From an optimization exercise on the open Yosys and OpenROAD flow, aimed at small area; shortcuts taken in it are not production practice. Function was checked by simulation only, so behaviour that the tests miss may differ from the original. No driver is modelled on the clock port, so clock power and skew are understated where the tree is cut down; a real chip needs a root buffer or a tree.

==> run a: inputs <==
Design randt, start of the top module:
module randt (
    input clk,
    input rst,
    input i_Rx_Serial,
    output o_Rx_DV,
    output [7:0] o_Rx_Byte,
    output active,
    output reg tx
);
==> module randt, before the edit <==
module randt (
    input clk,
    input rst,
    input i_Rx_Serial,
    output o_Rx_DV,
    output [7:0] o_Rx_Byte,
    output active,
    output reg tx
);
    localparam [8:0] C_HALF = 9'b111000100;   
    localparam [8:0] C_END  = 9'b110010010;   
    reg r_Rx_Data_R;
    reg r_Rx_Data;
    reg [3:0] rs;
    reg [8:0] rc;
    reg [7:0] data;
    reg [3:0] ts;
    reg [8:0] tc;
    always @(posedge clk or posedge rst) begin
        if (rst) begin
            r_Rx_Data_R <= 1'b1;
            r_Rx_Data <= 1'b1;
        end else begin
            r_Rx_Data_R <= i_Rx_Serial;
            r_Rx_Data <= r_Rx_Data_R;
        end
    end
    wire s = r_Rx_Data;
    wire r_idle = ~(rs[3] | rs[2]);
    wire r_clean = ~rs[3] & rs[2] & ~rs[1] & rs[0];
    wire r_hit = (rc == C_END);
    wire r_ld = r_idle | r_clean;
    always @(posedge clk) begin
        if (r_ld) rc <= C_HALF;
        else if (r_hit) rc <= 9'd0;
        else rc <= ~{rc[7:0], rc[8] ^ rc[4]};
    end
    always @(posedge clk or posedge rst) begin
        if (rst) begin
            rs[3:2] <= 2'b00;
        end else begin
            rs[3] <= rs[3] ? ~(r_hit & rs[2] & rs[1] & rs[0])
                           : (r_hit & rs[2] & rs[1] & ~s);
            rs[2] <= rs[3] ? (rs[2] | (r_hit & rs[1] & rs[0]))
                           : rs[2] ? (rs[1] ? ~r_hit : ~rs[0])
                                   : ~s;
        end
    end
    always @(posedge clk) begin
        rs[1] <= r_idle | (rs[1] ^ (r_hit & rs[0]));
        rs[0] <= r_idle | (rs[0] ^ r_hit);
    end
    wire r_wr = r_hit & rs[3];
    wire [3:0] r_lo = {rs[1] & rs[0], rs[1] & ~rs[0], ~rs[1] & rs[0], ~rs[1] & ~rs[0]};
    wire [1:0] r_hi = {r_wr & rs[2], r_wr & ~rs[2]};
    wire [7:0] r_we = {{4{r_hi[1]}} & r_lo, {4{r_hi[0]}} & r_lo};
    integer i;
    always @(posedge clk) begin
        for (i = 0; i < 8; i = i + 1)
            if (r_we[i]) data[i] <= s;
    end
    assign o_Rx_DV = r_clean;
    assign o_Rx_Byte = data;
    wire t_idle = ~(ts[3] | ts[2]);
    wire t_hit = (tc == C_END);
    wire t_clr = t_idle | t_hit;
    always @(posedge clk) begin
        tc[0] <= ~((tc[8] ^ tc[4]) | t_clr);
        tc[8:1] <= ~(tc[7:0] | {8{t_clr}});
    end
    always @(posedge clk or posedge rst) begin
        if (rst) begin
            ts[3:2] <= 2'b00;
        end else begin
            ts[3] <= ts[3] ^ (t_hit & ts[2] & ts[1] & ts[0]);
            ts[2] <= ts[3] ? (ts[2] | (t_hit & ts[1] & ts[0]))
                           : ts[2] ? ~t_hit : o_Rx_DV;
        end
    end
    always @(posedge clk) begin
        ts[1] <= t_idle | (ts[1] ^ (t_hit & ts[0]));
        ts[0] <= t_idle | (ts[0] ^ t_hit);
    end
    wire [3:0] t_m1 = ts[0] ? {data[7], data[5], data[3], data[1]} : {data[6], data[4], data[2], data[0]};
    wire [1:0] t_m2 = ts[1] ? {t_m1[3], t_m1[1]} : {t_m1[2], t_m1[0]};
    wire t_m3 = ts[2] ? t_m2[1] : t_m2[0];
    wire tbit = ts[3] ? t_m3 : ~(ts[2] & ts[1]);
    always @(posedge clk or posedge rst) begin
        if (rst) tx <= 1'b1;
        else if (tc == 9'd0) tx <= tbit;
    end
    assign active = ~t_idle;
endmodule
==> flow/config.mk <==
export PLATFORM = sky130hd
export DESIGN_NAME = randt
export DESIGN_NICKNAME = randt
export VERILOG_FILES = /design/flow/design.v
export SDC_FILE = /design/flow/constraint.sdc
export NUM_CORES = 4
export LEC_CHECK = 0
export CAP_MARGIN = 20
export CORE_MARGIN = 2
export CORE_UTILIZATION = 40
export SLEW_MARGIN = 20
==> flow/constraint.sdc <==
create_clock -name core_clock -period 20.0 [get_ports {clk}]
set_input_delay 4.0000 -clock core_clock [delete_from_list [all_inputs] [get_ports {clk}]]
set_output_delay 4.0000 -clock core_clock [all_outputs]
set_load 0.01 [all_outputs]
standard.sh (not shown) runs the stock make flow with config.mk's settings and CLKGATE_MAP_FILE= SYNTH_SCRIPT=/design/flow/synth_recipe.tcl, a recipe that flattens the netlist after the stock synthesis.
==> flow/flow/run.sh <==
#!/bin/bash
# Standard ORFS layout (standard.sh), with these changes:
#  - synthesis runs the standard flow's Yosys script unchanged but maps logic with an
#    area-oriented ABC script and skips the half/full-adder extraction step;
#  - ports are buffered with sky130_fd_sc_hd__buf_1;
#  - clock tree: the clock port drives a few leaf clock buffers, one per
#    cluster of registers (flow/cts.tcl), instead of TritonCTS's H-tree.
set -euo pipefail
rm -rf myscripts
cp -r "$FLOW_HOME/scripts" myscripts
cp flow/abc_area.script myscripts/abc_area.script
cp flow/cts.tcl myscripts/cts.tcl
export MY_CTS_LEAVES=${MY_CTS_LEAVES:-2}
export MY_CTS_BUF=${MY_CTS_BUF:-sky130_fd_sc_hd__clkbuf_8}
bash standard.sh SCRIPTS_DIR="$PWD/myscripts" ABC_AREA=1 ADDER_MAP_FILE= synth > synth.log 2>&1
bash standard.sh SCRIPTS_DIR="$PWD/myscripts" "BUFFER_PORTS_ARGS=-buffer_cell sky130_fd_sc_hd__buf_1" finish > layout.log 2>&1
==> flow/flow/abc_area.script <==
strash
dc2
dch -f
map -a
strash
dc2
dch -f
map -a
strash
dc2
dch -f
map -a
Other scripts of this flow, unchanged in this note and not shown: flow/flow/cts.tcl
==> run b (differences from run a) <==
==> flow/design.v (replaced) <==
module randt (
    input clk,
    input rst,
    input i_Rx_Serial,
    output o_Rx_DV,
    output [7:0] o_Rx_Byte,
    output active,
    output reg tx
);
    localparam [8:0] C216 = 9'b000011101;
    localparam [8:0] C433 = 9'b110010010;
    localparam [8:0] C0   = 9'b000000000;
    reg r_Rx_Data_R, r_Rx_Data;
    reg [3:0] rs;
    reg [8:0] rc;
    reg [7:0] data;
    reg [3:0] ts;
    reg [8:0] tc;
    always @(posedge clk or posedge rst) begin
        if (rst) begin
            r_Rx_Data_R <= 1'b1;
            r_Rx_Data <= 1'b1;
        end else begin
            r_Rx_Data_R <= i_Rx_Serial;
            r_Rx_Data <= r_Rx_Data_R;
        end
    end
    wire r_idle = (rs[3:2] == 2'b00);
    wire r_start = (rs == 4'b0100);
    wire r_clean = (rs == 4'b0110);
    wire r_hit = r_start ? (rc == C216) : (rc == C433);
    wire r_clr = r_idle || r_clean || r_hit;
    always @(posedge clk) begin
        rc[0] <= ~((rc[8] ^ rc[4]) | r_clr);
        rc[8:1] <= ~(rc[7:0] | {8{r_clr}});
    end
    reg [3:0] rs_n;
    always @(*) begin
        rs_n = rs;
        if (r_idle) begin
            if (!r_Rx_Data) rs_n = 4'b0100;
        end else case (rs)
            4'b0100: if (r_hit) rs_n = r_Rx_Data ? 4'b00xx : 4'b1000;
            4'b1000: if (r_hit) rs_n = 4'b1001;
            4'b1001: if (r_hit) rs_n = 4'b1010;
            4'b1010: if (r_hit) rs_n = 4'b1011;
            4'b1011: if (r_hit) rs_n = 4'b1100;
            4'b1100: if (r_hit) rs_n = 4'b1101;
            4'b1101: if (r_hit) rs_n = 4'b1110;
            4'b1110: if (r_hit) rs_n = 4'b1111;
            4'b1111: if (r_hit) rs_n = 4'b0101;
            4'b0101: if (r_hit) rs_n = 4'b0110;
            4'b0110: rs_n = 4'b00xx;
            default: rs_n = 4'bxxxx;
        endcase
    end
    always @(posedge clk or posedge rst) begin
        if (rst) rs[3:2] <= 2'b00;
        else rs[3:2] <= rs_n[3:2];
    end
    always @(posedge clk) rs[1:0] <= rs_n[1:0];
    reg [7:0] we;
    always @(*) begin
        we = 8'b0;
        case (rs)
            4'b1000: we[0] = r_hit;
            4'b1001: we[1] = r_hit;
            4'b1010: we[2] = r_hit;
            4'b1011: we[3] = r_hit;
            4'b1100: we[4] = r_hit;
            4'b1101: we[5] = r_hit;
            4'b1110: we[6] = r_hit;
            4'b1111: we[7] = r_hit;
            default: we = 8'b0;
        endcase
    end
    integer i;
    always @(posedge clk) begin
        for (i = 0; i < 8; i = i + 1)
            if (we[i]) data[i] <= r_Rx_Data;
    end
    assign o_Rx_DV = r_clean;
    assign o_Rx_Byte = data;
    wire t_idle = (ts[3:2] == 2'b00);
    wire t_hit = (tc == C433);
    wire t_clr = t_idle || t_hit;
    always @(posedge clk) begin
        tc[0] <= ~((tc[8] ^ tc[4]) | t_clr);
        tc[8:1] <= ~(tc[7:0] | {8{t_clr}});
    end
    reg [3:0] ts_n;
    reg tbit;
    always @(*) begin
        ts_n = ts;
        tbit = 1'b1;
        if (t_idle) begin
            if (o_Rx_DV) ts_n = 4'b0100;
        end else case (ts)
            4'b0100: begin tbit = 1'b0; if (t_hit) ts_n = 4'b1000; end
            4'b1000: begin tbit = data[0]; if (t_hit) ts_n = 4'b1001; end
            4'b1001: begin tbit = data[1]; if (t_hit) ts_n = 4'b1010; end
            4'b1010: begin tbit = data[2]; if (t_hit) ts_n = 4'b1011; end
            4'b1011: begin tbit = data[3]; if (t_hit) ts_n = 4'b1100; end
            4'b1100: begin tbit = data[4]; if (t_hit) ts_n = 4'b1101; end
            4'b1101: begin tbit = data[5]; if (t_hit) ts_n = 4'b1110; end
            4'b1110: begin tbit = data[6]; if (t_hit) ts_n = 4'b1111; end
            4'b1111: begin tbit = data[7]; if (t_hit) ts_n = 4'b0101; end
            4'b0101: if (t_hit) ts_n = 4'b00xx;
            default: begin ts_n = 4'bxxxx; tbit = 1'bx; end
        endcase
    end
    always @(posedge clk or posedge rst) begin
        if (rst) ts[3:2] <= 2'b00;
        else ts[3:2] <= ts_n[3:2];
    end
    always @(posedge clk) ts[1:0] <= ts_n[1:0];
    always @(posedge clk or posedge rst) begin
        if (rst) tx <= 1'b1;
        else if (tc == C0) tx <= tbit;
    end
    assign active = ~t_idle;
endmodule
==> run c (differences from run a) <==
--- a/flow/design.v
+++ b/flow/design.v
@@ -8,7 +8,6 @@
     output reg tx
 );
     localparam [8:0] C_HALF = 9'b111000100;   
-    localparam [8:0] C_END  = 9'b110010010;   
     reg r_Rx_Data_R;
     reg r_Rx_Data;
     reg [3:0] rs;
@@ -28,7 +27,7 @@
     wire s = r_Rx_Data;
     wire r_idle = ~(rs[3] | rs[2]);
     wire r_clean = ~rs[3] & rs[2] & ~rs[1] & rs[0];
-    wire r_hit = (rc == C_END);
+    wire r_hit = rc[7] & ~rc[6] & ~rc[5] & rc[4] & ~rc[3] & ~rc[2] & rc[1] & ~rc[0];
     wire r_ld = r_idle | r_clean;
     always @(posedge clk) begin
         if (r_ld) rc <= C_HALF;
@@ -62,10 +61,10 @@
     assign o_Rx_DV = r_clean;
     assign o_Rx_Byte = data;
     wire t_idle = ~(ts[3] | ts[2]);
-    wire t_hit = (tc == C_END);
+    wire t_hit = tc[8] & ~tc[7] & tc[6] & tc[5] & tc[3] & tc[2] & tc[1] & ~tc[0];
     wire t_clr = t_idle | t_hit;
     always @(posedge clk) begin
-        tc[0] <= ~((tc[8] ^ tc[4]) | t_clr);
+        tc[0] <= ~((tc[8] ^ tc[6]) | t_clr);
         tc[8:1] <= ~(tc[7:0] | {8{t_clr}});
     end
     always @(posedge clk or posedge rst) begin
@@ -87,7 +86,7 @@
     wire tbit = ts[3] ? t_m3 : ~(ts[2] & ts[1]);
     always @(posedge clk or posedge rst) begin
         if (rst) tx <= 1'b1;
-        else if (tc == 9'd0) tx <= tbit;
+        else if (~tc[7] & ~tc[5] & ~tc[4] & ~tc[3] & ~tc[1]) tx <= tbit;
     end
     assign active = ~t_idle;
 endmodule
==> flow/flow/abc_area.script (replaced) <==
strash
&get -n
&deepsyn -J 200 -T 60 -S 0
&dch -f
&nf -R 1000 -p
&put
strash
&get -n
&dch -f
&nf -R 1000 -p
&put
==> reports/results.ini <==
[status]
outcome=timing/DRC/antenna clean

[power_and_ir_drop]
swShare_pct=17.4

[sta]
period_share_pct=26.9

[cells_and_area]
nonClkBufAreaFrac_pct=3.41

[routing]
met3_length_um=97

[global_routing]
grt_pass1_vias=805

The numbers above come from run c.

==> reports/results.ini <==
[status]
outcome=timing/DRC/antenna clean

[cells_and_area]
final_cells=209
nonClkBufAreaFrac_pct=3.26

[yosys]
avgSynthCellArea_um2=9.21
ys_seq_elements=37

[global_routing]
grt_usage_pct=12.8
grt_pass1_vias=1033

[place]
placed_area_um2=1470

[power_and_ir_drop]
swShare_pct=16.9

[sta]
period_share_pct=27.0

[routing]
met3_length_um=99

The numbers above come from run a.

==> reports/results.ini <==
[cells_and_area]
seq_cell_count=37
buffers=13
nonClkBufAreaFrac_pct=3.14

[sta]
hold_violations=0
period_share_pct=27.4

[setup_path]
critPathLaunch=rs[2]$_DFFE_PP0P_

[power_and_ir_drop]
swShare_pct=37.9
p_int_uw=149

[status]
outcome=timing/DRC/antenna clean

[routing]
drc=0

[yosys]
async_flop_share_pct=18.9
avgSynthCellArea_um2=9.40

[global_routing]
grt_pass1_vias=960

The numbers above come from run b.

In every run of this note, the design's own scripts or RTL, not TritonCTS, make the clock network.

==> re-timing with driven ports <==
The results above use ideal ports. As a check the final layouts listed here were re-extracted and re-timed, cells and wires unchanged. Step 1 assumes that a clkbuf_16 drives the clock port and a buf_2 every other input. Step 2 times the ports against the registers' clock, not the clock port: input delays grow and output delays shrink by t, the midpoint of the rising clock arrivals with the driver on. Slacks: ideal ports / drivers / drivers and shift; pairs: ideal ports / drivers.
run | shift t [ns] | setup slack, ns | worst setup path at the end | slew at the worst register clock pin (ns) | cell pins on the clock port's net
run a | 0.189 | 14.608 / 14.576 / 14.764 | register to output | 0.10 / 0.10 | 2
run b | 0.191 | 14.519 / 14.486 / 14.676 | register to output | 0.11 / 0.11 | 2
run c | 0.190 | 14.614 / 14.584 / 14.773 | register to output | 0.10 / 0.10 | 2
After both steps every run listed still meets setup and hold.
